This design comes from an exercise in tuning for small area, a short achievable clock period and few clock cycles on the open sky130 flow, not from production work. In this exercise RTL edits were held to simulation tests only and were not proved equivalent to the original. Power figures rest on the tool's default switching activity, not on a simulated workload.

==> flow/design.v <==
module fir_mul
(
  input  wire [15:0] a,
  input  wire [8:0]  one,
  input  wire [7:0]  two,
  input  wire [7:0]  neg,
  output wire [15:0] m
);
  wire pp1;
  wire pp2;
  wire pp3;
  wire pp4;
  wire pp5;
  wire pp6;
  wire pp7;
  wire pp8;
  wire pp9;
  wire pp10;
  wire pp11;
  wire pp12;
  wire pp13;
  wire pp14;
  wire pp15;
  wire pp16;
  wire pp17;
  wire pp18;
  wire pp19;
  wire pp20;
  wire pp21;
  wire pp22;
  wire pp23;
  wire pp24;
  wire pp25;
  wire pp26;
  wire pp27;
  wire pp28;
  wire pp29;
  wire pp30;
  wire pp31;
  wire pp32;
  wire pp33;
  wire pp34;
  wire pp35;
  wire pp36;
  wire pp37;
  wire pp38;
  wire pp39;
  wire pp40;
  wire pp41;
  wire pp42;
  wire pp43;
  wire pp44;
  wire pp45;
  wire pp46;
  wire pp47;
  wire pp48;
  wire pp49;
  wire pp50;
  wire pp51;
  wire pp52;
  wire pp53;
  wire pp54;
  wire pp55;
  wire pp56;
  wire pp57;
  wire pp58;
  wire pp59;
  wire pp60;
  wire pp61;
  wire pp62;
  wire pp63;
  wire pp64;
  wire pp65;
  wire pp66;
  wire pp67;
  wire pp68;
  wire pp69;
  wire pp70;
  wire pp71;
  wire pp72;
  wire pp73;
  wire pp74;
  wire pp75;
  wire pp76;
  wire pp77;
  wire pp78;
  wire pp79;
  wire pp80;
  wire pp81;
  wire pp82;
  wire pp83;
  wire pp84;
  wire pp85;
  wire pp86;
  wire pp87;
  wire pp88;
  wire pp89;
  wire pp90;
  wire pp91;
  wire pp92;
  wire pp93;
  wire pp94;
  wire pp95;
  wire pp96;
  wire pp97;
  wire pp98;
  wire pp99;
  wire pp100;
  wire pp101;
  wire pp102;
  wire pp103;
  wire pp104;
  wire pp105;
  wire pp106;
  wire pp107;
  wire pp108;
  wire pp109;
  wire pp110;
  wire pp111;
  wire pp112;
  wire pp113;
  wire pp114;
  wire pp115;
  wire pp116;
  wire pp117;
  wire pp118;
  wire pp119;
  wire pp120;
  wire pp121;
  wire pp122;
  wire pp123;
  wire pp124;
  wire pp125;
  wire pp126;
  wire pp127;
  wire pp128;
  wire pp129;
  wire pp130;
  wire pp131;
  wire pp132;
  wire pp133;
  wire pp134;
  wire pp135;
  wire pp136;
  wire pp137;
  wire pp138;
  wire pp139;
  wire pp140;
  wire pp141;
  wire pp142;
  wire pp143;
  wire pp144;
  wire pp145;
  wire pp146;
  wire pp147;
  wire pp148;
  wire pp149;
  wire pp150;
  wire pp151;
  wire pp152;
  wire s153;
  wire c154;
  wire s155;
  wire c156;
  wire s157;
  wire c158;
  wire s159;
  wire c160;
  wire s161;
  wire c162;
  wire s163;
  wire c164;
  wire s165;
  wire c166;
  wire s167;
  wire c168;
  wire s169;
  wire c170;
  wire s171;
  wire c172;
  wire s173;
  wire c174;
  wire s175;
  wire c176;
  wire s177;
  wire c178;
  wire s179;
  wire c180;
  wire s181;
  wire c182;
  wire s183;
  wire c184;
  wire s185;
  wire c186;
  wire s187;
  wire c188;
  wire s189;
  wire c190;
  wire s191;
  wire c192;
  wire s193;
  wire c194;
  wire s195;
  wire c196;
  wire s197;
  wire c198;
  wire s199;
  wire c200;
  wire s201;
  wire c202;
  wire s203;
  wire c204;
  wire s205;
  wire c206;
  wire s207;
  wire c208;
  wire s209;
  wire c210;
  wire s211;
  wire c212;
  wire s213;
  wire c214;
  wire s215;
  wire c216;
  wire s217;
  wire c218;
  wire s219;
  wire c220;
  wire s221;
  wire c222;
  wire s223;
  wire c224;
  wire s225;
  wire c226;
  wire s227;
  wire c228;
  wire s229;
  wire c230;
  wire s231;
  wire c232;
  wire s233;
  wire c234;
  wire s235;
  wire c236;
  wire s237;
  wire c238;
  wire s239;
  wire c240;
  wire s241;
  wire c242;
  wire s243;
  wire c244;
  wire s245;
  wire c246;
  wire s247;
  wire c248;
  wire s249;
  wire c250;
  wire s251;
  wire c252;
  wire s253;
  wire c254;
  wire s255;
  wire c256;
  wire s257;
  wire c258;
  wire s259;
  wire c260;
  wire s261;
  wire c262;
  wire s263;
  wire c264;
  wire s265;
  wire c266;
  wire s267;
  wire c268;
  wire s269;
  wire c270;
  wire s271;
  wire c272;
  wire s273;
  wire c274;
  wire s275;
  wire c276;
  wire s277;
  wire c278;
  wire s279;
  wire c280;
  wire s281;
  wire c282;
  wire s283;
  wire c284;
  wire s285;
  wire c286;
  wire s287;
  wire c288;
  wire s289;
  wire c290;
  wire s291;
  wire c292;
  wire s293;
  wire c294;
  wire s295;
  wire c296;
  wire s297;
  wire c298;
  wire s299;
  wire c300;
  wire s301;
  wire c302;
  wire s303;
  wire c304;
  wire s305;
  wire c306;
  wire s307;
  wire c308;
  wire s309;
  wire c310;
  wire s311;
  wire c312;
  wire s313;
  wire c314;
  wire s315;
  wire c316;
  wire s317;
  wire c318;
  wire s319;
  wire c320;
  wire s321;
  wire c322;
  wire s323;
  wire c324;
  wire s325;
  wire c326;
  wire s327;
  wire c328;
  wire s329;
  wire c330;
  wire s331;
  wire c332;
  wire s333;
  wire c334;
  wire s335;
  wire c336;
  wire s337;
  wire c338;
  wire s339;
  wire c340;
  wire s341;
  wire c342;
  wire s343;
  wire c344;
  wire s345;
  wire c346;
  wire s347;
  wire c348;
  wire s349;
  wire c350;
  wire s351;
  wire c352;
  wire s353;
  wire c354;
  wire s355;
  wire c356;
  wire s357;
  wire c358;
  wire s359;
  wire c360;
  wire s361;
  wire c362;
  wire s363;
  wire c364;
  wire s365;
  wire c366;
  wire s367;
  wire c368;
  wire s369;
  wire c370;
  wire s371;
  wire c372;
  wire s373;
  wire c374;
  wire s375;
  wire c376;
  wire s377;
  wire c378;
  wire s379;
  wire c380;
  wire s381;
  wire c382;
  wire s383;
  wire c384;
  wire s385;
  wire c386;
  wire s387;
  wire c388;
  wire s389;
  wire c390;
  wire s391;
  wire c392;
  wire s393;
  wire c394;
  wire s395;
  wire c396;
  wire s397;
  wire c398;
  wire s399;
  wire c400;
  wire s401;
  wire c402;
  wire s403;
  wire c404;
  wire s405;
  wire c406;
  wire s407;
  wire c408;
  wire s409;
  wire c410;
  wire s411;
  wire c412;
  wire s413;
  wire c414;
  assign pp1 = ((one[0] & a[0])) ^ neg[0];
  assign pp2 = ((one[0] & a[1]) | (two[0] & a[0])) ^ neg[0];
  assign pp3 = ((one[0] & a[2]) | (two[0] & a[1])) ^ neg[0];
  assign pp4 = ((one[0] & a[3]) | (two[0] & a[2])) ^ neg[0];
  assign pp5 = ((one[0] & a[4]) | (two[0] & a[3])) ^ neg[0];
  assign pp6 = ((one[0] & a[5]) | (two[0] & a[4])) ^ neg[0];
  assign pp7 = ((one[0] & a[6]) | (two[0] & a[5])) ^ neg[0];
  assign pp8 = ((one[0] & a[7]) | (two[0] & a[6])) ^ neg[0];
  assign pp9 = ((one[0] & a[8]) | (two[0] & a[7])) ^ neg[0];
  assign pp10 = ((one[0] & a[9]) | (two[0] & a[8])) ^ neg[0];
  assign pp11 = ((one[0] & a[10]) | (two[0] & a[9])) ^ neg[0];
  assign pp12 = ((one[0] & a[11]) | (two[0] & a[10])) ^ neg[0];
  assign pp13 = ((one[0] & a[12]) | (two[0] & a[11])) ^ neg[0];
  assign pp14 = ((one[0] & a[13]) | (two[0] & a[12])) ^ neg[0];
  assign pp15 = ((one[0] & a[14]) | (two[0] & a[13])) ^ neg[0];
  assign pp16 = ((one[0] & a[15]) | (two[0] & a[14])) ^ neg[0];
  assign pp17 = ((two[0] & a[15])) ^ neg[0];
  assign pp18 = ((one[1] & a[0])) ^ neg[1];
  assign pp19 = ((one[1] & a[1]) | (two[1] & a[0])) ^ neg[1];
  assign pp20 = ((one[1] & a[2]) | (two[1] & a[1])) ^ neg[1];
  assign pp21 = ((one[1] & a[3]) | (two[1] & a[2])) ^ neg[1];
  assign pp22 = ((one[1] & a[4]) | (two[1] & a[3])) ^ neg[1];
  assign pp23 = ((one[1] & a[5]) | (two[1] & a[4])) ^ neg[1];
  assign pp24 = ((one[1] & a[6]) | (two[1] & a[5])) ^ neg[1];
  assign pp25 = ((one[1] & a[7]) | (two[1] & a[6])) ^ neg[1];
  assign pp26 = ((one[1] & a[8]) | (two[1] & a[7])) ^ neg[1];
  assign pp27 = ((one[1] & a[9]) | (two[1] & a[8])) ^ neg[1];
  assign pp28 = ((one[1] & a[10]) | (two[1] & a[9])) ^ neg[1];
  assign pp29 = ((one[1] & a[11]) | (two[1] & a[10])) ^ neg[1];
  assign pp30 = ((one[1] & a[12]) | (two[1] & a[11])) ^ neg[1];
  assign pp31 = ((one[1] & a[13]) | (two[1] & a[12])) ^ neg[1];
  assign pp32 = ((one[1] & a[14]) | (two[1] & a[13])) ^ neg[1];
  assign pp33 = ((one[1] & a[15]) | (two[1] & a[14])) ^ neg[1];
  assign pp34 = ((two[1] & a[15])) ^ neg[1];
  assign pp35 = ((one[2] & a[0])) ^ neg[2];
  assign pp36 = ((one[2] & a[1]) | (two[2] & a[0])) ^ neg[2];
  assign pp37 = ((one[2] & a[2]) | (two[2] & a[1])) ^ neg[2];
  assign pp38 = ((one[2] & a[3]) | (two[2] & a[2])) ^ neg[2];
  assign pp39 = ((one[2] & a[4]) | (two[2] & a[3])) ^ neg[2];
  assign pp40 = ((one[2] & a[5]) | (two[2] & a[4])) ^ neg[2];
  assign pp41 = ((one[2] & a[6]) | (two[2] & a[5])) ^ neg[2];
  assign pp42 = ((one[2] & a[7]) | (two[2] & a[6])) ^ neg[2];
  assign pp43 = ((one[2] & a[8]) | (two[2] & a[7])) ^ neg[2];
  assign pp44 = ((one[2] & a[9]) | (two[2] & a[8])) ^ neg[2];
  assign pp45 = ((one[2] & a[10]) | (two[2] & a[9])) ^ neg[2];
  assign pp46 = ((one[2] & a[11]) | (two[2] & a[10])) ^ neg[2];
  assign pp47 = ((one[2] & a[12]) | (two[2] & a[11])) ^ neg[2];
  assign pp48 = ((one[2] & a[13]) | (two[2] & a[12])) ^ neg[2];
  assign pp49 = ((one[2] & a[14]) | (two[2] & a[13])) ^ neg[2];
  assign pp50 = ((one[2] & a[15]) | (two[2] & a[14])) ^ neg[2];
  assign pp51 = ((two[2] & a[15])) ^ neg[2];
  assign pp52 = ((one[3] & a[0])) ^ neg[3];
  assign pp53 = ((one[3] & a[1]) | (two[3] & a[0])) ^ neg[3];
  assign pp54 = ((one[3] & a[2]) | (two[3] & a[1])) ^ neg[3];
  assign pp55 = ((one[3] & a[3]) | (two[3] & a[2])) ^ neg[3];
  assign pp56 = ((one[3] & a[4]) | (two[3] & a[3])) ^ neg[3];
  assign pp57 = ((one[3] & a[5]) | (two[3] & a[4])) ^ neg[3];
  assign pp58 = ((one[3] & a[6]) | (two[3] & a[5])) ^ neg[3];
  assign pp59 = ((one[3] & a[7]) | (two[3] & a[6])) ^ neg[3];
  assign pp60 = ((one[3] & a[8]) | (two[3] & a[7])) ^ neg[3];
  assign pp61 = ((one[3] & a[9]) | (two[3] & a[8])) ^ neg[3];
  assign pp62 = ((one[3] & a[10]) | (two[3] & a[9])) ^ neg[3];
  assign pp63 = ((one[3] & a[11]) | (two[3] & a[10])) ^ neg[3];
  assign pp64 = ((one[3] & a[12]) | (two[3] & a[11])) ^ neg[3];
  assign pp65 = ((one[3] & a[13]) | (two[3] & a[12])) ^ neg[3];
  assign pp66 = ((one[3] & a[14]) | (two[3] & a[13])) ^ neg[3];
  assign pp67 = ((one[3] & a[15]) | (two[3] & a[14])) ^ neg[3];
  assign pp68 = ((two[3] & a[15])) ^ neg[3];
  assign pp69 = ((one[4] & a[0])) ^ neg[4];
  assign pp70 = ((one[4] & a[1]) | (two[4] & a[0])) ^ neg[4];
  assign pp71 = ((one[4] & a[2]) | (two[4] & a[1])) ^ neg[4];
  assign pp72 = ((one[4] & a[3]) | (two[4] & a[2])) ^ neg[4];
  assign pp73 = ((one[4] & a[4]) | (two[4] & a[3])) ^ neg[4];
  assign pp74 = ((one[4] & a[5]) | (two[4] & a[4])) ^ neg[4];
  assign pp75 = ((one[4] & a[6]) | (two[4] & a[5])) ^ neg[4];
  assign pp76 = ((one[4] & a[7]) | (two[4] & a[6])) ^ neg[4];
  assign pp77 = ((one[4] & a[8]) | (two[4] & a[7])) ^ neg[4];
  assign pp78 = ((one[4] & a[9]) | (two[4] & a[8])) ^ neg[4];
  assign pp79 = ((one[4] & a[10]) | (two[4] & a[9])) ^ neg[4];
  assign pp80 = ((one[4] & a[11]) | (two[4] & a[10])) ^ neg[4];
  assign pp81 = ((one[4] & a[12]) | (two[4] & a[11])) ^ neg[4];
  assign pp82 = ((one[4] & a[13]) | (two[4] & a[12])) ^ neg[4];
  assign pp83 = ((one[4] & a[14]) | (two[4] & a[13])) ^ neg[4];
  assign pp84 = ((one[4] & a[15]) | (two[4] & a[14])) ^ neg[4];
  assign pp85 = ((two[4] & a[15])) ^ neg[4];
  assign pp86 = ((one[5] & a[0])) ^ neg[5];
  assign pp87 = ((one[5] & a[1]) | (two[5] & a[0])) ^ neg[5];
  assign pp88 = ((one[5] & a[2]) | (two[5] & a[1])) ^ neg[5];
  assign pp89 = ((one[5] & a[3]) | (two[5] & a[2])) ^ neg[5];
  assign pp90 = ((one[5] & a[4]) | (two[5] & a[3])) ^ neg[5];
  assign pp91 = ((one[5] & a[5]) | (two[5] & a[4])) ^ neg[5];
  assign pp92 = ((one[5] & a[6]) | (two[5] & a[5])) ^ neg[5];
  assign pp93 = ((one[5] & a[7]) | (two[5] & a[6])) ^ neg[5];
  assign pp94 = ((one[5] & a[8]) | (two[5] & a[7])) ^ neg[5];
  assign pp95 = ((one[5] & a[9]) | (two[5] & a[8])) ^ neg[5];
  assign pp96 = ((one[5] & a[10]) | (two[5] & a[9])) ^ neg[5];
  assign pp97 = ((one[5] & a[11]) | (two[5] & a[10])) ^ neg[5];
  assign pp98 = ((one[5] & a[12]) | (two[5] & a[11])) ^ neg[5];
  assign pp99 = ((one[5] & a[13]) | (two[5] & a[12])) ^ neg[5];
  assign pp100 = ((one[5] & a[14]) | (two[5] & a[13])) ^ neg[5];
  assign pp101 = ((one[5] & a[15]) | (two[5] & a[14])) ^ neg[5];
  assign pp102 = ((two[5] & a[15])) ^ neg[5];
  assign pp103 = ((one[6] & a[0])) ^ neg[6];
  assign pp104 = ((one[6] & a[1]) | (two[6] & a[0])) ^ neg[6];
  assign pp105 = ((one[6] & a[2]) | (two[6] & a[1])) ^ neg[6];
  assign pp106 = ((one[6] & a[3]) | (two[6] & a[2])) ^ neg[6];
  assign pp107 = ((one[6] & a[4]) | (two[6] & a[3])) ^ neg[6];
  assign pp108 = ((one[6] & a[5]) | (two[6] & a[4])) ^ neg[6];
  assign pp109 = ((one[6] & a[6]) | (two[6] & a[5])) ^ neg[6];
  assign pp110 = ((one[6] & a[7]) | (two[6] & a[6])) ^ neg[6];
  assign pp111 = ((one[6] & a[8]) | (two[6] & a[7])) ^ neg[6];
  assign pp112 = ((one[6] & a[9]) | (two[6] & a[8])) ^ neg[6];
  assign pp113 = ((one[6] & a[10]) | (two[6] & a[9])) ^ neg[6];
  assign pp114 = ((one[6] & a[11]) | (two[6] & a[10])) ^ neg[6];
  assign pp115 = ((one[6] & a[12]) | (two[6] & a[11])) ^ neg[6];
  assign pp116 = ((one[6] & a[13]) | (two[6] & a[12])) ^ neg[6];
  assign pp117 = ((one[6] & a[14]) | (two[6] & a[13])) ^ neg[6];
  assign pp118 = ((one[6] & a[15]) | (two[6] & a[14])) ^ neg[6];
  assign pp119 = ((two[6] & a[15])) ^ neg[6];
  assign pp120 = ((one[7] & a[0])) ^ neg[7];
  assign pp121 = ((one[7] & a[1]) | (two[7] & a[0])) ^ neg[7];
  assign pp122 = ((one[7] & a[2]) | (two[7] & a[1])) ^ neg[7];
  assign pp123 = ((one[7] & a[3]) | (two[7] & a[2])) ^ neg[7];
  assign pp124 = ((one[7] & a[4]) | (two[7] & a[3])) ^ neg[7];
  assign pp125 = ((one[7] & a[5]) | (two[7] & a[4])) ^ neg[7];
  assign pp126 = ((one[7] & a[6]) | (two[7] & a[5])) ^ neg[7];
  assign pp127 = ((one[7] & a[7]) | (two[7] & a[6])) ^ neg[7];
  assign pp128 = ((one[7] & a[8]) | (two[7] & a[7])) ^ neg[7];
  assign pp129 = ((one[7] & a[9]) | (two[7] & a[8])) ^ neg[7];
  assign pp130 = ((one[7] & a[10]) | (two[7] & a[9])) ^ neg[7];
  assign pp131 = ((one[7] & a[11]) | (two[7] & a[10])) ^ neg[7];
  assign pp132 = ((one[7] & a[12]) | (two[7] & a[11])) ^ neg[7];
  assign pp133 = ((one[7] & a[13]) | (two[7] & a[12])) ^ neg[7];
  assign pp134 = ((one[7] & a[14]) | (two[7] & a[13])) ^ neg[7];
  assign pp135 = ((one[7] & a[15]) | (two[7] & a[14])) ^ neg[7];
  assign pp136 = ((two[7] & a[15])) ^ neg[7];
  assign pp137 = one[8] & a[0];
  assign pp138 = one[8] & a[1];
  assign pp139 = one[8] & a[2];
  assign pp140 = one[8] & a[3];
  assign pp141 = one[8] & a[4];
  assign pp142 = one[8] & a[5];
  assign pp143 = one[8] & a[6];
  assign pp144 = one[8] & a[7];
  assign pp145 = one[8] & a[8];
  assign pp146 = one[8] & a[9];
  assign pp147 = one[8] & a[10];
  assign pp148 = one[8] & a[11];
  assign pp149 = one[8] & a[12];
  assign pp150 = one[8] & a[13];
  assign pp151 = one[8] & a[14];
  assign pp152 = one[8] & a[15];
  assign s153 = pp11 ^ pp26;
  assign c154 = pp11 & pp26;
  assign s155 = pp12 ^ pp27;
  assign c156 = pp12 & pp27;
  assign s157 = pp13 ^ pp28 ^ pp43;
  assign c158 = (pp13 & pp28) | (pp13 & pp43) | (pp28 & pp43);
  assign s159 = pp58 ^ pp73;
  assign c160 = pp58 & pp73;
  assign s161 = pp14 ^ pp29 ^ pp44;
  assign c162 = (pp14 & pp29) | (pp14 & pp44) | (pp29 & pp44);
  assign s163 = pp59 ^ pp74;
  assign c164 = pp59 & pp74;
  assign s165 = pp15 ^ pp30 ^ pp45;
  assign c166 = (pp15 & pp30) | (pp15 & pp45) | (pp30 & pp45);
  assign s167 = pp60 ^ pp75 ^ pp90;
  assign c168 = (pp60 & pp75) | (pp60 & pp90) | (pp75 & pp90);
  assign s169 = pp105 ^ pp120;
  assign c170 = pp105 & pp120;
  assign s171 = pp16 ^ pp31 ^ pp46;
  assign c172 = (pp16 & pp31) | (pp16 & pp46) | (pp31 & pp46);
  assign s173 = pp61 ^ pp76 ^ pp91;
  assign c174 = (pp61 & pp76) | (pp61 & pp91) | (pp76 & pp91);
  assign s175 = pp106 ^ pp121;
  assign c176 = pp106 & pp121;
  assign s177 = pp17 ^ pp32 ^ pp47;
  assign c178 = (pp17 & pp32) | (pp17 & pp47) | (pp32 & pp47);
  assign s179 = pp62 ^ pp77 ^ pp92;
  assign c180 = (pp62 & pp77) | (pp62 & pp92) | (pp77 & pp92);
  assign s181 = pp107 ^ pp122 ^ pp137;
  assign c182 = (pp107 & pp122) | (pp107 & pp137) | (pp122 & pp137);
  assign s183 = pp33 ^ pp48 ^ pp63;
  assign c184 = (pp33 & pp48) | (pp33 & pp63) | (pp48 & pp63);
  assign s185 = pp78 ^ pp93 ^ pp108;
  assign c186 = (pp78 & pp93) | (pp78 & pp108) | (pp93 & pp108);
  assign s187 = pp123 ^ pp138 ^ neg[0];
  assign c188 = (pp123 & pp138) | (pp123 & neg[0]) | (pp138 & neg[0]);
  assign s189 = pp34 ^ pp49 ^ pp64;
  assign c190 = (pp34 & pp49) | (pp34 & pp64) | (pp49 & pp64);
  assign s191 = pp79 ^ pp94 ^ pp109;
  assign c192 = (pp79 & pp94) | (pp79 & pp109) | (pp94 & pp109);
  assign s193 = pp124 ^ pp139 ^ neg[0];
  assign c194 = (pp124 & pp139) | (pp124 & neg[0]) | (pp139 & neg[0]);
  assign s195 = pp50 ^ pp65 ^ pp80;
  assign c196 = (pp50 & pp65) | (pp50 & pp80) | (pp65 & pp80);
  assign s197 = pp95 ^ pp110 ^ pp125;
  assign c198 = (pp95 & pp110) | (pp95 & pp125) | (pp110 & pp125);
  assign s199 = pp140 ^ ~neg[0] ^ ~neg[1];
  assign c200 = (pp140 & ~neg[0]) | (pp140 & ~neg[1]) | (~neg[0] & ~neg[1]);
  assign s201 = pp51 ^ pp66 ^ pp81;
  assign c202 = (pp51 & pp66) | (pp51 & pp81) | (pp66 & pp81);
  assign s203 = pp96 ^ pp111 ^ pp126;
  assign c204 = (pp96 & pp111) | (pp96 & pp126) | (pp111 & pp126);
  assign s205 = pp141 ^ 1'b1;
  assign c206 = pp141 & 1'b1;
  assign s207 = pp67 ^ pp82 ^ pp97;
  assign c208 = (pp67 & pp82) | (pp67 & pp97) | (pp82 & pp97);
  assign s209 = pp112 ^ pp127 ^ pp142;
  assign c210 = (pp112 & pp127) | (pp112 & pp142) | (pp127 & pp142);
  assign s211 = pp68 ^ pp83 ^ pp98;
  assign c212 = (pp68 & pp83) | (pp68 & pp98) | (pp83 & pp98);
  assign s213 = pp113 ^ pp128;
  assign c214 = pp113 & pp128;
  assign s215 = pp84 ^ pp99 ^ pp114;
  assign c216 = (pp84 & pp99) | (pp84 & pp114) | (pp99 & pp114);
  assign s217 = pp85 ^ pp100;
  assign c218 = pp85 & pp100;
  assign s219 = pp7 ^ pp22;
  assign c220 = pp7 & pp22;
  assign s221 = pp8 ^ pp23;
  assign c222 = pp8 & pp23;
  assign s223 = pp9 ^ pp24 ^ pp39;
  assign c224 = (pp9 & pp24) | (pp9 & pp39) | (pp24 & pp39);
  assign s225 = pp54 ^ pp69;
  assign c226 = pp54 & pp69;
  assign s227 = pp10 ^ pp25 ^ pp40;
  assign c228 = (pp10 & pp25) | (pp10 & pp40) | (pp25 & pp40);
  assign s229 = pp55 ^ pp70;
  assign c230 = pp55 & pp70;
  assign s231 = s153 ^ pp41 ^ pp56;
  assign c232 = (s153 & pp41) | (s153 & pp56) | (pp41 & pp56);
  assign s233 = pp71 ^ pp86 ^ neg[5];
  assign c234 = (pp71 & pp86) | (pp71 & neg[5]) | (pp86 & neg[5]);
  assign s235 = c154 ^ s155 ^ pp42;
  assign c236 = (c154 & s155) | (c154 & pp42) | (s155 & pp42);
  assign s237 = pp57 ^ pp72 ^ pp87;
  assign c238 = (pp57 & pp72) | (pp57 & pp87) | (pp72 & pp87);
  assign s239 = c156 ^ s157 ^ s159;
  assign c240 = (c156 & s157) | (c156 & s159) | (s157 & s159);
  assign s241 = pp88 ^ pp103 ^ neg[6];
  assign c242 = (pp88 & pp103) | (pp88 & neg[6]) | (pp103 & neg[6]);
  assign s243 = c158 ^ c160 ^ s161;
  assign c244 = (c158 & c160) | (c158 & s161) | (c160 & s161);
  assign s245 = s163 ^ pp89 ^ pp104;
  assign c246 = (s163 & pp89) | (s163 & pp104) | (pp89 & pp104);
  assign s247 = c162 ^ c164 ^ s165;
  assign c248 = (c162 & c164) | (c162 & s165) | (c164 & s165);
  assign s249 = s167 ^ s169 ^ neg[7];
  assign c250 = (s167 & s169) | (s167 & neg[7]) | (s169 & neg[7]);
  assign s251 = c166 ^ c168 ^ c170;
  assign c252 = (c166 & c168) | (c166 & c170) | (c168 & c170);
  assign s253 = s171 ^ s173 ^ s175;
  assign c254 = (s171 & s173) | (s171 & s175) | (s173 & s175);
  assign s255 = c172 ^ c174 ^ c176;
  assign c256 = (c172 & c174) | (c172 & c176) | (c174 & c176);
  assign s257 = s177 ^ s179 ^ s181;
  assign c258 = (s177 & s179) | (s177 & s181) | (s179 & s181);
  assign s259 = c178 ^ c180 ^ c182;
  assign c260 = (c178 & c180) | (c178 & c182) | (c180 & c182);
  assign s261 = s183 ^ s185 ^ s187;
  assign c262 = (s183 & s185) | (s183 & s187) | (s185 & s187);
  assign s263 = c184 ^ c186 ^ c188;
  assign c264 = (c184 & c186) | (c184 & c188) | (c186 & c188);
  assign s265 = s189 ^ s191 ^ s193;
  assign c266 = (s189 & s191) | (s189 & s193) | (s191 & s193);
  assign s267 = c190 ^ c192 ^ c194;
  assign c268 = (c190 & c192) | (c190 & c194) | (c192 & c194);
  assign s269 = s195 ^ s197 ^ s199;
  assign c270 = (s195 & s197) | (s195 & s199) | (s197 & s199);
  assign s271 = c196 ^ c198 ^ c200;
  assign c272 = (c196 & c198) | (c196 & c200) | (c198 & c200);
  assign s273 = s201 ^ s203 ^ s205;
  assign c274 = (s201 & s203) | (s201 & s205) | (s203 & s205);
  assign s275 = c202 ^ c204 ^ c206;
  assign c276 = (c202 & c204) | (c202 & c206) | (c204 & c206);
  assign s277 = s207 ^ s209 ^ ~neg[2];
  assign c278 = (s207 & s209) | (s207 & ~neg[2]) | (s209 & ~neg[2]);
  assign s279 = c208 ^ c210 ^ s211;
  assign c280 = (c208 & c210) | (c208 & s211) | (c210 & s211);
  assign s281 = s213 ^ pp143 ^ 1'b1;
  assign c282 = (s213 & pp143) | (s213 & 1'b1) | (pp143 & 1'b1);
  assign s283 = c212 ^ c214 ^ s215;
  assign c284 = (c212 & c214) | (c212 & s215) | (c214 & s215);
  assign s285 = pp129 ^ pp144 ^ ~neg[3];
  assign c286 = (pp129 & pp144) | (pp129 & ~neg[3]) | (pp144 & ~neg[3]);
  assign s287 = c216 ^ s217 ^ pp115;
  assign c288 = (c216 & s217) | (c216 & pp115) | (s217 & pp115);
  assign s289 = pp130 ^ pp145 ^ 1'b1;
  assign c290 = (pp130 & pp145) | (pp130 & 1'b1) | (pp145 & 1'b1);
  assign s291 = c218 ^ pp101 ^ pp116;
  assign c292 = (c218 & pp101) | (c218 & pp116) | (pp101 & pp116);
  assign s293 = pp131 ^ pp146 ^ ~neg[4];
  assign c294 = (pp131 & pp146) | (pp131 & ~neg[4]) | (pp146 & ~neg[4]);
  assign s295 = pp102 ^ pp117 ^ pp132;
  assign c296 = (pp102 & pp117) | (pp102 & pp132) | (pp117 & pp132);
  assign s297 = pp147 ^ 1'b1;
  assign c298 = pp147 & 1'b1;
  assign s299 = pp118 ^ pp133 ^ pp148;
  assign c300 = (pp118 & pp133) | (pp118 & pp148) | (pp133 & pp148);
  assign s301 = pp119 ^ pp134;
  assign c302 = pp119 & pp134;
  assign s303 = pp5 ^ pp20;
  assign c304 = pp5 & pp20;
  assign s305 = pp6 ^ pp21;
  assign c306 = pp6 & pp21;
  assign s307 = s219 ^ pp37 ^ pp52;
  assign c308 = (s219 & pp37) | (s219 & pp52) | (pp37 & pp52);
  assign s309 = c220 ^ s221 ^ pp38;
  assign c310 = (c220 & s221) | (c220 & pp38) | (s221 & pp38);
  assign s311 = c222 ^ s223 ^ s225;
  assign c312 = (c222 & s223) | (c222 & s225) | (s223 & s225);
  assign s313 = c224 ^ c226 ^ s227;
  assign c314 = (c224 & c226) | (c224 & s227) | (c226 & s227);
  assign s315 = c228 ^ c230 ^ s231;
  assign c316 = (c228 & c230) | (c228 & s231) | (c230 & s231);
  assign s317 = c232 ^ c234 ^ s235;
  assign c318 = (c232 & c234) | (c232 & s235) | (c234 & s235);
  assign s319 = c236 ^ c238 ^ s239;
  assign c320 = (c236 & c238) | (c236 & s239) | (c238 & s239);
  assign s321 = c240 ^ c242 ^ s243;
  assign c322 = (c240 & c242) | (c240 & s243) | (c242 & s243);
  assign s323 = c244 ^ c246 ^ s247;
  assign c324 = (c244 & c246) | (c244 & s247) | (c246 & s247);
  assign s325 = c248 ^ c250 ^ s251;
  assign c326 = (c248 & c250) | (c248 & s251) | (c250 & s251);
  assign s327 = c252 ^ c254 ^ s255;
  assign c328 = (c252 & c254) | (c252 & s255) | (c254 & s255);
  assign s329 = c256 ^ c258 ^ s259;
  assign c330 = (c256 & c258) | (c256 & s259) | (c258 & s259);
  assign s331 = c260 ^ c262 ^ s263;
  assign c332 = (c260 & c262) | (c260 & s263) | (c262 & s263);
  assign s333 = c264 ^ c266 ^ s267;
  assign c334 = (c264 & c266) | (c264 & s267) | (c266 & s267);
  assign s335 = c268 ^ c270 ^ s271;
  assign c336 = (c268 & c270) | (c268 & s271) | (c270 & s271);
  assign s337 = c272 ^ c274 ^ s275;
  assign c338 = (c272 & c274) | (c272 & s275) | (c274 & s275);
  assign s339 = c276 ^ c278 ^ s279;
  assign c340 = (c276 & c278) | (c276 & s279) | (c278 & s279);
  assign s341 = c280 ^ c282 ^ s283;
  assign c342 = (c280 & c282) | (c280 & s283) | (c282 & s283);
  assign s343 = c284 ^ c286 ^ s287;
  assign c344 = (c284 & c286) | (c284 & s287) | (c286 & s287);
  assign s345 = c288 ^ c290 ^ s291;
  assign c346 = (c288 & c290) | (c288 & s291) | (c290 & s291);
  assign s347 = c292 ^ c294 ^ s295;
  assign c348 = (c292 & c294) | (c292 & s295) | (c294 & s295);
  assign s349 = c296 ^ c298 ^ s299;
  assign c350 = (c296 & c298) | (c296 & s299) | (c298 & s299);
  assign s351 = c300 ^ s301 ^ pp149;
  assign c352 = (c300 & s301) | (c300 & pp149) | (s301 & pp149);
  assign s353 = c302 ^ pp135 ^ pp150;
  assign c354 = (c302 & pp135) | (c302 & pp150) | (pp135 & pp150);
  assign s355 = pp136 ^ pp151;
  assign c356 = pp136 & pp151;
  assign s357 = pp3 ^ pp18;
  assign c358 = pp3 & pp18;
  assign s359 = pp4 ^ pp19;
  assign c360 = pp4 & pp19;
  assign s361 = s303 ^ pp35 ^ neg[2];
  assign c362 = (s303 & pp35) | (s303 & neg[2]) | (pp35 & neg[2]);
  assign s363 = c304 ^ s305 ^ pp36;
  assign c364 = (c304 & s305) | (c304 & pp36) | (s305 & pp36);
  assign s365 = c306 ^ s307 ^ neg[3];
  assign c366 = (c306 & s307) | (c306 & neg[3]) | (s307 & neg[3]);
  assign s367 = c308 ^ s309 ^ pp53;
  assign c368 = (c308 & s309) | (c308 & pp53) | (s309 & pp53);
  assign s369 = c310 ^ s311 ^ neg[4];
  assign c370 = (c310 & s311) | (c310 & neg[4]) | (s311 & neg[4]);
  assign s371 = c312 ^ s313 ^ s229;
  assign c372 = (c312 & s313) | (c312 & s229) | (s313 & s229);
  assign s373 = c314 ^ s315 ^ s233;
  assign c374 = (c314 & s315) | (c314 & s233) | (s315 & s233);
  assign s375 = c316 ^ s317 ^ s237;
  assign c376 = (c316 & s317) | (c316 & s237) | (s317 & s237);
  assign s377 = c318 ^ s319 ^ s241;
  assign c378 = (c318 & s319) | (c318 & s241) | (s319 & s241);
  assign s379 = c320 ^ s321 ^ s245;
  assign c380 = (c320 & s321) | (c320 & s245) | (s321 & s245);
  assign s381 = c322 ^ s323 ^ s249;
  assign c382 = (c322 & s323) | (c322 & s249) | (s323 & s249);
  assign s383 = c324 ^ s325 ^ s253;
  assign c384 = (c324 & s325) | (c324 & s253) | (s325 & s253);
  assign s385 = c326 ^ s327 ^ s257;
  assign c386 = (c326 & s327) | (c326 & s257) | (s327 & s257);
  assign s387 = c328 ^ s329 ^ s261;
  assign c388 = (c328 & s329) | (c328 & s261) | (s329 & s261);
  assign s389 = c330 ^ s331 ^ s265;
  assign c390 = (c330 & s331) | (c330 & s265) | (s331 & s265);
  assign s391 = c332 ^ s333 ^ s269;
  assign c392 = (c332 & s333) | (c332 & s269) | (s333 & s269);
  assign s393 = c334 ^ s335 ^ s273;
  assign c394 = (c334 & s335) | (c334 & s273) | (s335 & s273);
  assign s395 = c336 ^ s337 ^ s277;
  assign c396 = (c336 & s337) | (c336 & s277) | (s337 & s277);
  assign s397 = c338 ^ s339 ^ s281;
  assign c398 = (c338 & s339) | (c338 & s281) | (s339 & s281);
  assign s399 = c340 ^ s341 ^ s285;
  assign c400 = (c340 & s341) | (c340 & s285) | (s341 & s285);
  assign s401 = c342 ^ s343 ^ s289;
  assign c402 = (c342 & s343) | (c342 & s289) | (s343 & s289);
  assign s403 = c344 ^ s345 ^ s293;
  assign c404 = (c344 & s345) | (c344 & s293) | (s345 & s293);
  assign s405 = c346 ^ s347 ^ s297;
  assign c406 = (c346 & s347) | (c346 & s297) | (s347 & s297);
  assign s407 = c348 ^ s349 ^ ~neg[5];
  assign c408 = (c348 & s349) | (c348 & ~neg[5]) | (s349 & ~neg[5]);
  assign s409 = c350 ^ s351 ^ 1'b1;
  assign c410 = (c350 & s351) | (c350 & 1'b1) | (s351 & 1'b1);
  assign s411 = c352 ^ s353 ^ ~neg[6];
  assign c412 = (c352 & s353) | (c352 & ~neg[6]) | (s353 & ~neg[6]);
  assign s413 = c354 ^ s355 ^ 1'b1;
  assign c414 = (c354 & s355) | (c354 & 1'b1) | (s355 & 1'b1);
  wire [30:0] r0 = {c412, c410, c408, c406, c404, c402, c400, c398, c396, c394, c392, c390, c388, c386, c384, c382, c380, c378, c376, c374, c372, c370, c368, c366, c364, c362, c360, c358, s357, pp2, pp1};
  wire [30:0] r1 = {s413, s411, s409, s407, s405, s403, s401, s399, s397, s395, s393, s391, s389, s387, s385, s383, s381, s379, s377, s375, s373, s371, s369, s367, s365, s363, s361, s359, neg[1], 1'b0, neg[0]};
  wire [30:0] g0 = r0 & r1;
  wire [30:0] p0 = r0 ^ r1;
  wire G1 = g0[1] | (p0[1] & g0[0]);
  wire P1 = p0[1] & p0[0];
  wire G2 = g0[3] | (p0[3] & g0[2]);
  wire P2 = p0[3] & p0[2];
  wire G3 = g0[5] | (p0[5] & g0[4]);
  wire P3 = p0[5] & p0[4];
  wire G4 = g0[7] | (p0[7] & g0[6]);
  wire P4 = p0[7] & p0[6];
  wire G5 = g0[9] | (p0[9] & g0[8]);
  wire P5 = p0[9] & p0[8];
  wire G6 = g0[11] | (p0[11] & g0[10]);
  wire P6 = p0[11] & p0[10];
  wire G7 = g0[13] | (p0[13] & g0[12]);
  wire P7 = p0[13] & p0[12];
  wire G8 = g0[15] | (p0[15] & g0[14]);
  wire P8 = p0[15] & p0[14];
  wire G9 = g0[17] | (p0[17] & g0[16]);
  wire P9 = p0[17] & p0[16];
  wire G10 = g0[19] | (p0[19] & g0[18]);
  wire P10 = p0[19] & p0[18];
  wire G11 = g0[21] | (p0[21] & g0[20]);
  wire P11 = p0[21] & p0[20];
  wire G12 = g0[23] | (p0[23] & g0[22]);
  wire P12 = p0[23] & p0[22];
  wire G13 = g0[25] | (p0[25] & g0[24]);
  wire P13 = p0[25] & p0[24];
  wire G14 = g0[27] | (p0[27] & g0[26]);
  wire P14 = p0[27] & p0[26];
  wire G15 = g0[29] | (p0[29] & g0[28]);
  wire P15 = p0[29] & p0[28];
  wire G16 = g0[2] | (p0[2] & G1);
  wire P16 = p0[2] & P1;
  wire G17 = G2 | (P2 & G1);
  wire P17 = P2 & P1;
  wire G18 = g0[6] | (p0[6] & G3);
  wire P18 = p0[6] & P3;
  wire G19 = G4 | (P4 & G3);
  wire P19 = P4 & P3;
  wire G20 = g0[10] | (p0[10] & G5);
  wire P20 = p0[10] & P5;
  wire G21 = G6 | (P6 & G5);
  wire P21 = P6 & P5;
  wire G22 = g0[14] | (p0[14] & G7);
  wire P22 = p0[14] & P7;
  wire G23 = G8 | (P8 & G7);
  wire P23 = P8 & P7;
  wire G24 = g0[18] | (p0[18] & G9);
  wire P24 = p0[18] & P9;
  wire G25 = G10 | (P10 & G9);
  wire P25 = P10 & P9;
  wire G26 = g0[22] | (p0[22] & G11);
  wire P26 = p0[22] & P11;
  wire G27 = G12 | (P12 & G11);
  wire P27 = P12 & P11;
  wire G28 = g0[26] | (p0[26] & G13);
  wire P28 = p0[26] & P13;
  wire G29 = G14 | (P14 & G13);
  wire P29 = P14 & P13;
  wire G30 = g0[30] | (p0[30] & G15);
  wire P30 = p0[30] & P15;
  wire G31 = g0[4] | (p0[4] & G17);
  wire P31 = p0[4] & P17;
  wire G32 = G3 | (P3 & G17);
  wire P32 = P3 & P17;
  wire G33 = G18 | (P18 & G17);
  wire P33 = P18 & P17;
  wire G34 = G19 | (P19 & G17);
  wire P34 = P19 & P17;
  wire G35 = g0[12] | (p0[12] & G21);
  wire P35 = p0[12] & P21;
  wire G36 = G7 | (P7 & G21);
  wire P36 = P7 & P21;
  wire G37 = G22 | (P22 & G21);
  wire P37 = P22 & P21;
  wire G38 = G23 | (P23 & G21);
  wire P38 = P23 & P21;
  wire G39 = g0[20] | (p0[20] & G25);
  wire P39 = p0[20] & P25;
  wire G40 = G11 | (P11 & G25);
  wire P40 = P11 & P25;
  wire G41 = G26 | (P26 & G25);
  wire P41 = P26 & P25;
  wire G42 = G27 | (P27 & G25);
  wire P42 = P27 & P25;
  wire G43 = g0[28] | (p0[28] & G29);
  wire P43 = p0[28] & P29;
  wire G44 = G15 | (P15 & G29);
  wire P44 = P15 & P29;
  wire G45 = G30 | (P30 & G29);
  wire P45 = P30 & P29;
  wire G46 = g0[8] | (p0[8] & G34);
  wire P46 = p0[8] & P34;
  wire G47 = G5 | (P5 & G34);
  wire P47 = P5 & P34;
  wire G48 = G20 | (P20 & G34);
  wire P48 = P20 & P34;
  wire G49 = G21 | (P21 & G34);
  wire P49 = P21 & P34;
  wire G50 = G35 | (P35 & G34);
  wire P50 = P35 & P34;
  wire G51 = G36 | (P36 & G34);
  wire P51 = P36 & P34;
  wire G52 = G37 | (P37 & G34);
  wire P52 = P37 & P34;
  wire G53 = G38 | (P38 & G34);
  wire P53 = P38 & P34;
  wire G54 = g0[24] | (p0[24] & G42);
  wire P54 = p0[24] & P42;
  wire G55 = G13 | (P13 & G42);
  wire P55 = P13 & P42;
  wire G56 = G28 | (P28 & G42);
  wire P56 = P28 & P42;
  wire G57 = G29 | (P29 & G42);
  wire P57 = P29 & P42;
  wire G58 = G43 | (P43 & G42);
  wire P58 = P43 & P42;
  wire G59 = G44 | (P44 & G42);
  wire P59 = P44 & P42;
  wire G60 = G45 | (P45 & G42);
  wire P60 = P45 & P42;
  wire G61 = g0[16] | (p0[16] & G53);
  wire P61 = p0[16] & P53;
  wire G62 = G9 | (P9 & G53);
  wire P62 = P9 & P53;
  wire G63 = G24 | (P24 & G53);
  wire P63 = P24 & P53;
  wire G64 = G25 | (P25 & G53);
  wire P64 = P25 & P53;
  wire G65 = G39 | (P39 & G53);
  wire P65 = P39 & P53;
  wire G66 = G40 | (P40 & G53);
  wire P66 = P40 & P53;
  wire G67 = G41 | (P41 & G53);
  wire P67 = P41 & P53;
  wire G68 = G42 | (P42 & G53);
  wire P68 = P42 & P53;
  wire G69 = G54 | (P54 & G53);
  wire P69 = P54 & P53;
  wire G70 = G55 | (P55 & G53);
  wire P70 = P55 & P53;
  wire G71 = G56 | (P56 & G53);
  wire P71 = P56 & P53;
  wire G72 = G57 | (P57 & G53);
  wire P72 = P57 & P53;
  wire G73 = G58 | (P58 & G53);
  wire P73 = P58 & P53;
  wire G74 = G59 | (P59 & G53);
  wire P74 = P59 & P53;
  wire G75 = G60 | (P60 & G53);
  wire P75 = P60 & P53;
  assign m[0] = p0[15] ^ G52;
  assign m[1] = p0[16] ^ G53;
  assign m[2] = p0[17] ^ G61;
  assign m[3] = p0[18] ^ G62;
  assign m[4] = p0[19] ^ G63;
  assign m[5] = p0[20] ^ G64;
  assign m[6] = p0[21] ^ G65;
  assign m[7] = p0[22] ^ G66;
  assign m[8] = p0[23] ^ G67;
  assign m[9] = p0[24] ^ G68;
  assign m[10] = p0[25] ^ G69;
  assign m[11] = p0[26] ^ G70;
  assign m[12] = p0[27] ^ G71;
  assign m[13] = p0[28] ^ G72;
  assign m[14] = p0[29] ^ G73;
  assign m[15] = p0[30] ^ G74;
endmodule
module fir_booth
(
  input  wire [15:0] b,
  output wire [8:0]  one,
  output wire [7:0]  two,
  output wire [7:0]  neg
);
  wire [16:0] bx = {b, 1'b0};
  genvar i;
  generate
    for (i = 0; i < 8; i = i + 1) begin : dig
      wire h = bx[2*i+2], m = bx[2*i+1], l = bx[2*i];
      assign one[i] = m ^ l;
      assign two[i] = (h & ~m & ~l) | (~h & m & l);
      assign neg[i] = h & ~(m & l);
    end
  endgenerate
  assign one[8] = b[15];
endmodule
module ahb_lite_fir_filter
(
  input  wire        clk,
  input  wire        n_rst,
  input  wire        hsel,
  input  wire [3:0]  haddr,
  input  wire        hsize,
  input  wire [1:0]  htrans,
  input  wire        hwrite,
  input  wire [15:0] hwdata,
  output reg  [15:0] hrdata,
  output reg         hresp
);
  wire xfer   = hsel & (htrans == 2'd2);
  wire wr_ok  = (haddr >= 4'd4) & (haddr <= 4'd14);
  always_comb hresp = xfer & (hwrite ? ~wr_ok : (haddr == 4'd15));
  reg        wp;           
  reg [3:0]  pa;           
  reg        ps;           
  always_ff @(posedge clk, negedge n_rst)
    if (!n_rst) wp <= 1'b0;
    else        wp <= xfer & hwrite & wr_ok;
  always_ff @(posedge clk) begin
    pa <= haddr;
    ps <= hsize;
  end
  wire wlo = wp & (ps | ~pa[0]);
  wire whi = wp & (ps |  pa[0]);
  reg [15:0] smp;                  
  reg [15:0] f0, f1, f2, f3;       
  reg [15:0] c0, c1, c2, c3;       
  reg [15:0] x1, x2;               
  reg        vc, vx1, vx2;         
  reg [17:0] acc;                  
  reg [15:0] res;                  
  reg        err;
  reg [15:0] mr;                   
  reg [15:0] ma;                   
  reg [8:0]  bone;                 
  reg [7:0]  btwo, bneg;
  reg s_0;                         
  reg u;                           
  reg s_c1;                        
  reg s_c2;                        
  reg s_c3;                        
  reg s_a3;                        
  reg g2;                          
  wire sel_smp = pa[3:1] == 3'd2;
  wire start   = wp & sel_smp;
  wire wr14    = wp & (pa == 4'd14);
  wire load    = wr14 & hwdata[0];
  wire [15:0] smp_n = {whi & sel_smp ? hwdata[15:8] : smp[15:8],
                       wlo & sel_smp ? hwdata[7:0]  : smp[7:0]};
  function automatic gt16(input [15:0] a, input [15:0] b);
    reg [15:0] g, l;
    integer w, i;
    g = a & ~b;
    l = ~a & b;
    for (w = 1; w < 16; w = w * 2)
      for (i = 0; i < 16; i = i + 2 * w) begin
        g[i] = g[i + w] | (~l[i + w] & g[i]);
        l[i] = l[i + w] | (~g[i + w] & l[i]);
      end
    gt16 = g[0];
  endfunction
  reg  [15:0] bn;
  wire [8:0]  bn_one;
  wire [7:0]  bn_two, bn_neg;
  wire [15:0] m;
  always_comb
    bn = ({16{start & vc}} & c0) | ({16{s_0 & vc}} & c1) |
         ({16{s_c1 & vc}} & c2) | ({16{s_c2 & vc}} & c3);
  fir_booth ENC (.b(bn), .one(bn_one), .two(bn_two), .neg(bn_neg));
  always_ff @(posedge clk) begin
    ma <= ({16{start | wr14 | s_0}} & smp_n) | ({16{s_c1 & vx1}} & x1) |
          ({16{s_c2 & vx2}} & x2);
    bone <= bn_one;
    btwo <= bn_two;
    bneg <= bn_neg;
  end
  fir_mul MUL (.a(ma), .one(bone), .two(btwo), .neg(bneg), .m(m));
  wire        mgt  = gt16(mr, acc[15:0]);
  wire        dneg = acc[17] | mgt;
  wire        sub  = g2 | s_c3;
  wire [17:0] opa  = s_c2 ? 18'd0 : acc;
  wire [17:0] opb  = sub ? ~{2'b0, mr} : {2'b0, mr};
  wire        cin  = s_c3 | (g2 & ~dneg);
  wire [17:0] sum  = opa + opb + {17'd0, cin};
  wire err_now = (~acc[17] & acc[16]) | (acc[17] & mgt);
  always_ff @(posedge clk)
    mr <= m;
  always_ff @(posedge clk, negedge n_rst) begin
    if (!n_rst) begin
      smp <= '0;
      f0 <= '0; f1 <= '0; f2 <= '0; f3 <= '0;
      vc <= 1'b0; vx1 <= 1'b0; vx2 <= 1'b0;
      acc <= '0;
      res <= '0;
      err <= 1'b0;
      s_0 <= 1'b0; u <= 1'b0; s_c1 <= 1'b0; s_c2 <= 1'b0; s_c3 <= 1'b0;
      s_a3 <= 1'b0; g2 <= 1'b0;
    end else begin
      smp <= smp_n;
      if (wlo && pa[3:1] == 3'd3) f0[7:0]  <= hwdata[7:0];
      if (whi && pa[3:1] == 3'd3) f0[15:8] <= hwdata[15:8];
      if (wlo && pa[3:1] == 3'd4) f1[7:0]  <= hwdata[7:0];
      if (whi && pa[3:1] == 3'd4) f1[15:8] <= hwdata[15:8];
      if (wlo && pa[3:1] == 3'd5) f2[7:0]  <= hwdata[7:0];
      if (whi && pa[3:1] == 3'd5) f2[15:8] <= hwdata[15:8];
      if (wlo && pa[3:1] == 3'd6) f3[7:0]  <= hwdata[7:0];
      if (whi && pa[3:1] == 3'd6) f3[15:8] <= hwdata[15:8];
      if (start) begin
        vx1 <= 1'b1;
        vx2 <= vx1;
      end
      if (load)
        vc <= 1'b1;
      s_0  <= start | load;
      u    <= start;
      s_c1 <= s_0;
      g2   <= s_0 & u;
      s_c2 <= s_c1;
      s_c3 <= s_c2;
      s_a3 <= s_c3;
      if (load)
        err <= 1'b0;
      else if (g2)
        err <= err_now;
      if (g2)
        res <= sum[15:0] ^ {16{dneg}};
      if (s_c2 | s_c3 | s_a3)
        acc <= sum;
    end
  end
  always_ff @(posedge clk) begin
    if (start) begin
      x1 <= smp;
      x2 <= x1;
    end
    if (load) begin
      c0 <= f0; c1 <= f1; c2 <= f2; c3 <= f3;
    end
  end
  reg [6:0] rlo, rhi;
  wire      rd = xfer & ~hwrite;
  always_ff @(posedge clk) begin
    for (int k = 0; k < 7; k++) begin
      rlo[k] <= rd & (haddr[3:1] == k) & (hsize | ~haddr[0]);
      rhi[k] <= rd & (haddr[3:1] == k) & (hsize |  haddr[0]);
    end
  end
  wire [15:0] g0 = {7'b0, g2 ? err_now : err, 7'b0, s_0};
  wire [15:0] r_hl [0:6];
  assign r_hl[0] = g0;
  assign r_hl[1] = res;
  assign r_hl[2] = smp;
  assign r_hl[3] = f0;
  assign r_hl[4] = f1;
  assign r_hl[5] = f2;
  assign r_hl[6] = f3;
  always_comb begin
    hrdata = 16'd0;
    for (int k = 0; k < 7; k++)
      hrdata = hrdata | ({{8{rhi[k]}}, {8{rlo[k]}}} & r_hl[k]);
  end
endmodule
==> flow/flow/run.sh <==
#!/bin/bash
set -uo pipefail
export SETUP_SLACK_MARGIN=6.0
export BUFFER_PORTS_ARGS="-buffer_cell sky130_fd_sc_hd__buf_2"
bash standard.sh > standard.log 2>&1
==> flow/standard.sh <==
#!/bin/bash
# synth_recipe.tcl (not shown) runs the flow's synth.tcl, then flattens the netlist and writes it again
# the make line also repeats each setting of config.mk as NAME=value (left out here)
make -C /OpenROAD-flow-scripts/flow DESIGN_CONFIG=/design/flow/config.mk WORK_HOME=/design/flow/orfs CLKGATE_MAP_FILE= SYNTH_SCRIPT=/design/flow/synth_recipe.tcl "${@:-finish}"
==> flow/config.mk <==
export PLATFORM = sky130hd
export DESIGN_NAME = ahb_lite_fir_filter
export DESIGN_NICKNAME = ahb_lite_fir_filter
export VERILOG_FILES = /design/flow/design.v
export SDC_FILE = /design/flow/constraint.sdc
export NUM_CORES = 4
export LEC_CHECK = 0
export ABC_AREA = 1
export CAP_MARGIN = 20
export CORE_MARGIN = 2
export CORE_UTILIZATION = 60
export CTS_BUF_LIST = sky130_fd_sc_hd__clkbuf_16
export CTS_CLUSTER_DIAMETER = 80
export CTS_CLUSTER_SIZE = 25
export SLEW_MARGIN = 20
==> flow/constraint.sdc <==
create_clock -name core_clock -period 11.0 [get_ports {clk}]
set_input_delay 2.2000 -clock core_clock [delete_from_list [all_inputs] [get_ports {clk}]]
set_output_delay 2.2000 -clock core_clock [all_outputs]
set_load 0.01 [all_outputs]
==> impl_results.md, run 1 <==
* Compound-Gate Fraction of Synth Area at 10.1%
* Fmax at 0.202 GHz
* CTS H-tree lvls at 1
* FF+latch count, synth at approximately 300
* Vias at 15500
* Flop pwr share at 42.1%
* Post-DP HPWL at 37200 µm
* Reg-to-reg setup timing slack at 6.21 ns
* Cell area after synthesis at approximately 0.019 mm²
* Xor and xnor fraction of the mapped netlist area at 7.43%
* Max reg flops at 18
* PD cells at 150 mW/mm²
* Hold-fix buffers at CTS at 0
* Post-route DRC at 0
* Core ar. at 0.0315 mm²
* Slew margin rel. at 37.3%
* Initial Utilization at between 60 and 70%
* Root buf cell: clkbuf_16
* DP Area at about 0.02 mm²
* Setup TNS at 0 ns
* Max cap viols at 0
* Yosys cell types at 44
* # rows at 65
* Drt via density at approximately 5.7
* Mapped Nets at 2452
* CTS Buffer Depth at 3
* Final setup violation count at 0
* Reg-to-reg endpoint: mr[15]$_DFF_P_
* Minimum clock period at 4.95 ns
* Maximum vdd drop at about 0.14 mV
* EDFF count, synth at 96
* Internal at slightly below 0.002 W
* Max Slew Vio Count at 0
* Primary FF master, synth: dfrtp_1
* Routability cong. at 0.911
* # fillers at 2650
* Critical path class: in2out
* First-pass GRT wire length at 81600 µm
* Fin area at 0.0211 mm²
* Initial antenna violation count at 0
* Most flops, register: acc
* Register-to-Register Path Depth at 20
* Synth Area in Adders at 15.9%
* Tcrit/Tclk final at 45.0%
* First-pass DRT Iterations at 8
* Worst Hold Endpoint: s_c2$_DFF_PN0_
* Vias in the first global route at 14800
* Routed Antenna Nets at 0
* Startpoint Class: input port
* Crit Path Max Fanout at 8
* Sw frac at a little under 40%
* I/O pin cnt at 44
* Detailed Route WL at around 53000 µm
* Ys Warns at 1
* Status: timing/DRC/antenna clean
* Combinational family with the most area after synthesis: simple AND/OR/NAND/NOR gates
* Overall global routing resource usage at 31.4%
* CTS tree: yes
* Synthesized instance count at roughly 2200
* CP arrival at 2.75 ns
* Layout Nets at 2515
* Hold path depth at 0
* Mux cell area share after synthesis at 0%
* LEAKAGE at 10.4 nW
* Global route overflow at 0
* Post-synthesis sequential area ratio at 39.6%
* Clock network power share at 23.4%
* HP Class: reg2reg
* Hold_sp: s_c1$_DFF_PN0_
* Chip height at between 150 and 200 µm
* PortBufs at 43
* Worst Setup End Kind: output pin
* Area Overhead vs Synth at 10.7%
* Ys async rst share at 42.3%
* Worst-Skew Late Latency at about 0.55 ns
* Net switching power at 0.00123 W
* RSZ-0062 raised after global routing: false
* Final hold vios at 0
* Simple-gate share of the synthesized area at 18.1%
* CTS Buf Count at 18
* Reg-to-reg critical path startpoint: ma[12]$_DFF_P_
* Combinational share of power at 34.5%
* Die area at approximately 0.033 mm²
* Largest net degree at the start of global routing at 75
* Commonest non-fill, non-tap cells in the layout: 578 x nand2_1, 323 x inv_1, 149 x xor2_1
* DR iter-0 viols at 1534
* Worst-Margin Slew at around 0.94 ns
* Worst Skew at 0.0543 ns
* Layout cells sized above 1 at roughly a tenth
* Clock Sinks at roughly 300
* ANT cells at 0
* WP data required at 8.80 ns
* Die width at 182 µm
* Avg Inst Size Synth at about 8.5 µm²
* Most common cell after layout, fill and taps aside: nand2_1
* Routed len/inst at 19.4 µm
* Clock transition at the registers of the reported paths at 0.10 ns
* Final Util at roughly 67%
worst max-delay path, cell delays in order:
cell and delay [ns]:
buf_8 0.11, nand3_4 0.09, nor2_4 0.10, a21oi_2 0.04
nor2_1 0.07, buf_2 0.13
cells by family (layout without fill, tap and decap cells):
group / Yosys count / in the layout
simple gates: 843 / 843
buf+inv: 442 / 517
compound gates: 324 / 324
flops: 298 / 298
fa+ha+maj: 178 / 178
xor+xnor: 162 / 162
power groups by stage:
stage / Combinational (W) / Clock (W) / Sequential [W]
finish: 0.00110 / 0.000742 / 0.00134
global route: 0.00125 / 0.000788 / 0.00135
CTS: 0.00106 / 0.000755 / 0.00134
detailed placement: 0.00105 / 0 / 0.00136
global placement: 0.00103 / 0 / 0.00136
floorplan: 0.000810 / 0 / 0.00132
cells in the mapped netlist, types with 3 or more instances:
cell	count	share of area (%)
dfxtp_1	76	8.0
or2_2	3	0.098
nor3_1	10	0.26
o22ai_1	120	3.9
buf_1	13	0.26
nor2_1	101	2.0
inv_2	5	0.098
a221oi_1	16	0.73
inv_1	343	6.7
a22oi_1	16	0.63
nand4_1	32	1.0
edfxtp_1	96	15
a21oi_1	40	1.0
fa_1	107	11
nand2_1	579	11
nand3_1	104	2.7
a21o_1	4	0.16
buf_2	12	0.31
o21bai_1	5	0.20
xnor2_1	10	0.46
nor2_2	3	0.098
clkinv_1	6	0.12
clkbuf_1	59	1.2
dfrtp_1	126	17
xor2_1	152	7.0
nand3b_1	3	0.12
o21ai_0	113	3.0
ha_1	71	4.7
per-layer routing:
| metal | vias up | share of wire (%) | track usage, % | wire length [µm] |
|---|---|---|---|---|
| met5 | - | 0 | 0 | 0 |
| met4 | 0 | 2.8 | 7.74 | 1500 |
| met3 | 124 | 7.7 | 3.55 | 4040 |
| met2 | 692 | 46 | 51.8 | 24400 |
| met1 | 7363 | 43 | 44.7 | 22800 |
| li1 | 7341 | - | - | - |
worst max path at each step:
| stage | endpoint | from | slack, ns |
|---|---|---|---|
| floorplan | hresp | haddr[2] | 6.22 |
| global placement | mr[1]$_DFF_P_ | bneg[0]$_DFF_P_ | 5.64 |
| detailed placement | mr[1]$_DFF_P_ | bneg[1]$_DFF_P_ | 5.46 |
| CTS | mr[1]$_DFF_P_ | ma[8]$_DFF_P_ | 5.97 |
| global route | mr[13]$_DFF_P_ | ma[1]$_DFF_P_ | 5.98 |
| finish | hresp | haddr[2] | 6.05 |
per-stage QoR:
step / setup WS [ns] / power, W / std cells / hold slack (ns)
after floorplan: 6.22 / 0.00214 / 2247 / 0.374
after global placement: 5.64 / 0.00238 / 2612 / 0.413
after detailed placement: 5.46 / 0.00241 / 2612 / 0.427
after CTS: 5.97 / 0.00315 / 2654 / 0.448
after global routing: 5.98 / 0.00339 / 2724 / 0.451
final: 6.05 / 0.00317 / 2724 / 0.456
layout make-up:
type	count	area [µm²]	area share, %
flip-flops and latches	298	7580	35.9
clock buffers	19	475	2.25
clock inverters	13	143	0.675
multi-input cells	1507	9970	47.2
inverters	354	1430	6.78
well taps	402	503	2.38
repair inverters	4	22.5	0.107
repair buffers	127	992	4.70
repair_timing:
item | in CTS | in global routing
cloned | 0 | 4
endpoints found under the setup margin | 17 | 17
gates resized for setup | 32 | 56
buffers inserted | 10 | 66
pin swaps | 2 | 5
Testbench counts, summed over its fixed seeds: cycles 4,104.
==> run 2: changes to the inputs <==
--- a/flow/config.mk
+++ b/flow/config.mk
@@ -5,7 +5,6 @@
 export SDC_FILE = /design/flow/constraint.sdc
 export NUM_CORES = 4
 export LEC_CHECK = 0
-export ABC_AREA = 1
 export CAP_MARGIN = 20
 export CORE_MARGIN = 2
 export CORE_UTILIZATION = 60
==> run 2 against run 1 <==
Net effect: register-to-register slack got worse by 0.05 ns; clock-buffer cell count fell by 2; critical path depth down 1; power is 31% lower; largest power group unchanged; core utilization is 1.4 points lower; maximum frequency fell by 0.36%; synthesized area fell by 3.1%; wire length down 11%; synthesized cell count decreased by 24%; clock power fell by 13%; non-clock buffer count shrank 28.
==> impl_results.md, run 2 <==
* Chip height at 180 µm (-1.5%)
* RSZ-0062 raised after global routing: false
* Yosys cell types at 75 (+70%)
* Crit-path leading delay family: buffers and inverters
* Routed Antenna Nets at 0 (unchanged)
* Worst Skew at 0.0302 ns (-0.0241 ns)
* Combinational share of power at 13.6% (-21 points)
* Crit Path Max Fanout at 7 (-1)
* Global route overflow at 0 (unchanged)
* EDFF count, synth at 96 (unchanged)
* Top cells by area, synth: dfrtp_1 17%, edfxtp_1 16%, fa_1 12%
* Vias in the first global route at 12800 (-13%)
* First-pass DRT Iterations at 5 (-3)
* Vias at 12900 (-17%)
* Internal at 0.00160 W (-18%)
* Root buf cell: clkbuf_16
* Max Slew Vio Count at 0 (unchanged)
* Most common cell after layout, fill and taps aside: inv_1
* Worst Setup End Kind: output pin
* Final setup violation count at 0 (unchanged)
* Die area at 0.0322 mm² (-3.1%)
* Largest net degree at the start of global routing at 68 (-9.3%)
* Routability cong. at 0.876 (-3.9%)
* Hold-fix buffers at CTS at 0 (unchanged)
* Slowest cell on the critical path: clkbuf_4
* CTS tree: yes
* Mapped Nets at 1918 (-22%)
* Non-Filler Instances at 2113 (-22%)
* I/O pin cnt at 44 (unchanged)
* Avg Inst Size Synth at 10.8 µm² (+27%)
* Post-DP HPWL at 32300 µm (-13%)
* PortBufs at 43 (unchanged)
* LEAKAGE at 8.48 nW (-18%)
* Startpoint Class: input port
* Initial antenna violation count at 0 (unchanged)
* Sw frac at 26.3% (-12 points)
* Routed len/inst at 22.2 µm (+15%)
* # rows at 64 (-1.5%)
* Core ar. at 0.0305 mm² (-3.1%)
* Ys async rst share at 42.3% (unchanged)
* Layout cells sized above 1 at 17.2% (+6.9 points)
* Crit-path cells: clkbuf_4 > nor2_4 > nand2_1 > a21oi_2 > buf_2
* HP Class: reg2reg
* WP data required at 8.80 ns (about the same)
* Worst-Margin Slew at 1.01 ns (+0.0692 ns)
* Area Overhead vs Synth at 8.41%
* Clock Sinks at 298 (unchanged)
* Detailed Route WL at 47000 µm (-11%)
* Net switching power at 0.000572 W (-53%)
* Post-route DRC at 0 (unchanged)
* Fmax at 0.201 GHz (-0.36%)
* First-pass GRT wire length at 73500 µm (-10%)
* DR iter-0 viols at 1179 (-23%)
* Drt via density at 6.09 (+6.9%)
* Largest area contributor in the synthesized netlist: dfrtp_1
* Setup TNS at 0 ns (unchanged)
* Clock network power share at 29.7% (+6.3 points)
* CP arrival at 2.77 ns (+0.02 ns)
* CTS Buffer Depth at 3 (unchanged)
* Ys Warns at 1 (unchanged)
* Die width at 180 µm (-1.5%)
* Final hold vios at 0 (unchanged)
* Flop pwr share at 56.7% (+15 points)
* Commonest non-fill, non-tap cells in the layout: 185 x inv_1, 171 x a22oi_1, 158 x xnor2_1
* Cell Count Post-Placement at 2043 (-22%)
* Critical path class: in2out
* Max reg flops at 18 (unchanged)
* Synthesized instance count at 1713 (-24%)
* Post-synth top area share at 17.1% (+0.53 points)
* Slowest cell delay on critical path at 0.15 ns (+0.02 ns)
* Clock transition at the registers of the reported paths at 0.11 ns (about the same)
* Minimum clock period at 4.97 ns (+0.0178 ns)
* CTS Buf Count at 16 (-2)
* ANT cells at 0 (unchanged)
* Initial Utilization at 60.6% (about the same)
* CTS H-tree lvls at 1 (unchanged)
* PD cells at 109 mW/mm² (-28%)
* Cell area after synthesis at 0.0185 mm² (-3.1%)
* FF+latch count, synth at 298 (unchanged)
* Primary FF master, synth: dfrtp_1
* WP buf/inv at 2 (unchanged)
* Post-synthesis sequential area ratio at 40.9% (+1.3 points)
* Layout Nets at 1912 (-24%)
* Slew margin rel. at 32.7% (-4.6 points)
* Commonest cells in the netlist: 182 x a22oi_1, 177 x inv_1, 161 x xnor2_1
* Top-count cell post-synth: a22oi_1
* Max cap viols at 0 (unchanged)
* Most flops, register: acc
* Worst-Skew Late Latency at 0.51 ns (-0.04 ns)
* Tcrit/Tclk final at 45.2% (+0.16 points)
* Overall global routing resource usage at 29.0% (-2.4 points)
* Maximum vdd drop at 0.124 mV (-12%)
* Status: timing/DRC/antenna clean
## run 2: cell count changes after synthesis, moves of 42 or more
cell / before / now
mux2_2: 0 / 78
xnor2_1: 10 / 161
a22oi_1: 16 / 182
o21ai_0: 113 / 45
o22ai_1: 120 / 3
inv_1: 343 / 177
clkbuf_1: 59 / 113
nor2_1: 101 / 59
nand3_1: 104 / 29
xor2_1: 152 / 31
nand2_1: 579 / 100
## run 2: worst paths after layout
| kind | endpoint | slack (ns) | cells after the start | from |
|---|---|---|---|---|
| max | hresp | 6.03 | 5 | haddr[3] |
| min | s_c2$_DFF_PN0_ | 0.40 | 0 | s_c1$_DFF_PN0_ |
| max reg2reg | mr[12]$_DFF_P_ | 6.16 | 20 | btwo[1]$_DFF_P_ |
| min reg2reg | s_c2$_DFF_PN0_ | 0.40 | 0 | s_c1$_DFF_PN0_ |
| max in group asynchronous | smp[11]$_DFF_PN0_ | 8.04 | 2 | n_rst |
| min in group asynchronous | f1[2]$_DFFE_PN0P_ | 1.69 | 1 | n_rst |
## run 2: power groups by stage
stage	Sequential (W)	Clock, W	Combinational, W
3_3_place_gp	0.00126	0	0.000282
3_5_place_dp	0.00126	0	0.000285
2_1_floorplan	0.00124	0	0.000221
4_1_cts	0.00123	0.000659	0.000289
6_report	0.00123	0.000647	0.000295
5_1_grt	0.00124	0.000696	0.000326
## run 2: repair_timing
action	CTS	global route
cloned	0	0
pin swaps	3	18
endpoints found under the setup margin	19	14
buffers inserted	2	40
gates resized for setup	59	56
## run 2: kinds of logic (layout without fill, tap and decap cells)
| logic type | Yosys count | in the layout | share of synthesized area (%) |
|---|---|---|---|
| compound gates | 337 | 337 | 13.3 |
| xor+xnor | 192 | 192 | 9.09 |
| fa+ha+maj | 180 | 180 | 16.5 |
| buf+inv | 304 | 308 | 6.28 |
| flops | 298 | 298 | 40.9 |
| mux | 96 | 96 | 5.72 |
| simple gates | 306 | 306 | 8.27 |
## run 2: metal layers
metal / global-route usage [%] / vias up / wire, µm
met1: 42.1 / 6476 / 21000
met4: 8.85 / 0 / 1290
met5: 0 / - / 0
met2: 47.0 / 452 / 22300
li1: - / 5866 / -
met3: 2.15 / 76 / 2360
## run 2: layout make-up
cell class,count,area [µm²]
clock buffers,17,425
multi-input cells,1111,10000
fillers,2456,10500
flip-flops and latches,298,7650
repair buffers,99,691
well taps,396,495
inverters,181,682
clock inverters,11,62.6
## run 2: per-stage QoR
stage	total power [W]	setup slack [ns]	util (%)	cell area [µm²]	hold WS [ns]
2_1_floorplan	0.00146	6.01	-	18500	0.359
3_3_place_gp	0.00154	5.47	61.9	18900	0.394
3_5_place_dp	0.00155	5.36	61.9	18900	0.397
4_1_cts	0.00218	6.00	64.0	19500	0.411
5_1_grt	0.00226	5.96	65.7	20000	0.424
6_report	0.00218	6.03	65.7	20000	0.403

## afterwards: timing with drivers on the ports
The flow's constraints put no driver on any port. The routed layouts listed below were extracted and timed again, unchanged, in two steps.
Step 1 (the two cells are an assumption about what drives the block):
set clk [get_ports {clk}]
set_driving_cell -lib_cell sky130_fd_sc_hd__clkbuf_16 $clk
set_driving_cell -lib_cell sky130_fd_sc_hd__buf_2 [delete_from_list [all_inputs] $clk]
Step 2 adds t to the input delays and takes it off the output delays; t is the mean of the earliest and latest rising clock arrival at the registers after step 1. Input paths then give back, and output paths get back, about the clock's delay inside the block.
Slacks: no drivers / after step 1 / after step 2; pairs: no drivers / after step 1.
run	shift t [ns]	setup WS [ns]	worst setup path after step 2	worst data-port slew with drivers (ns)
run 1	0.583	6.050 / 6.000 / 6.000	input to output	0.05
run 2	0.553	6.032 / 6.010 / 6.010	input to output	0.04
After both steps every run listed still meets setup and hold. The setup slack of run 1, which loses most, moves by -0.050 ns with the drivers and by -0.050 ns with both steps.
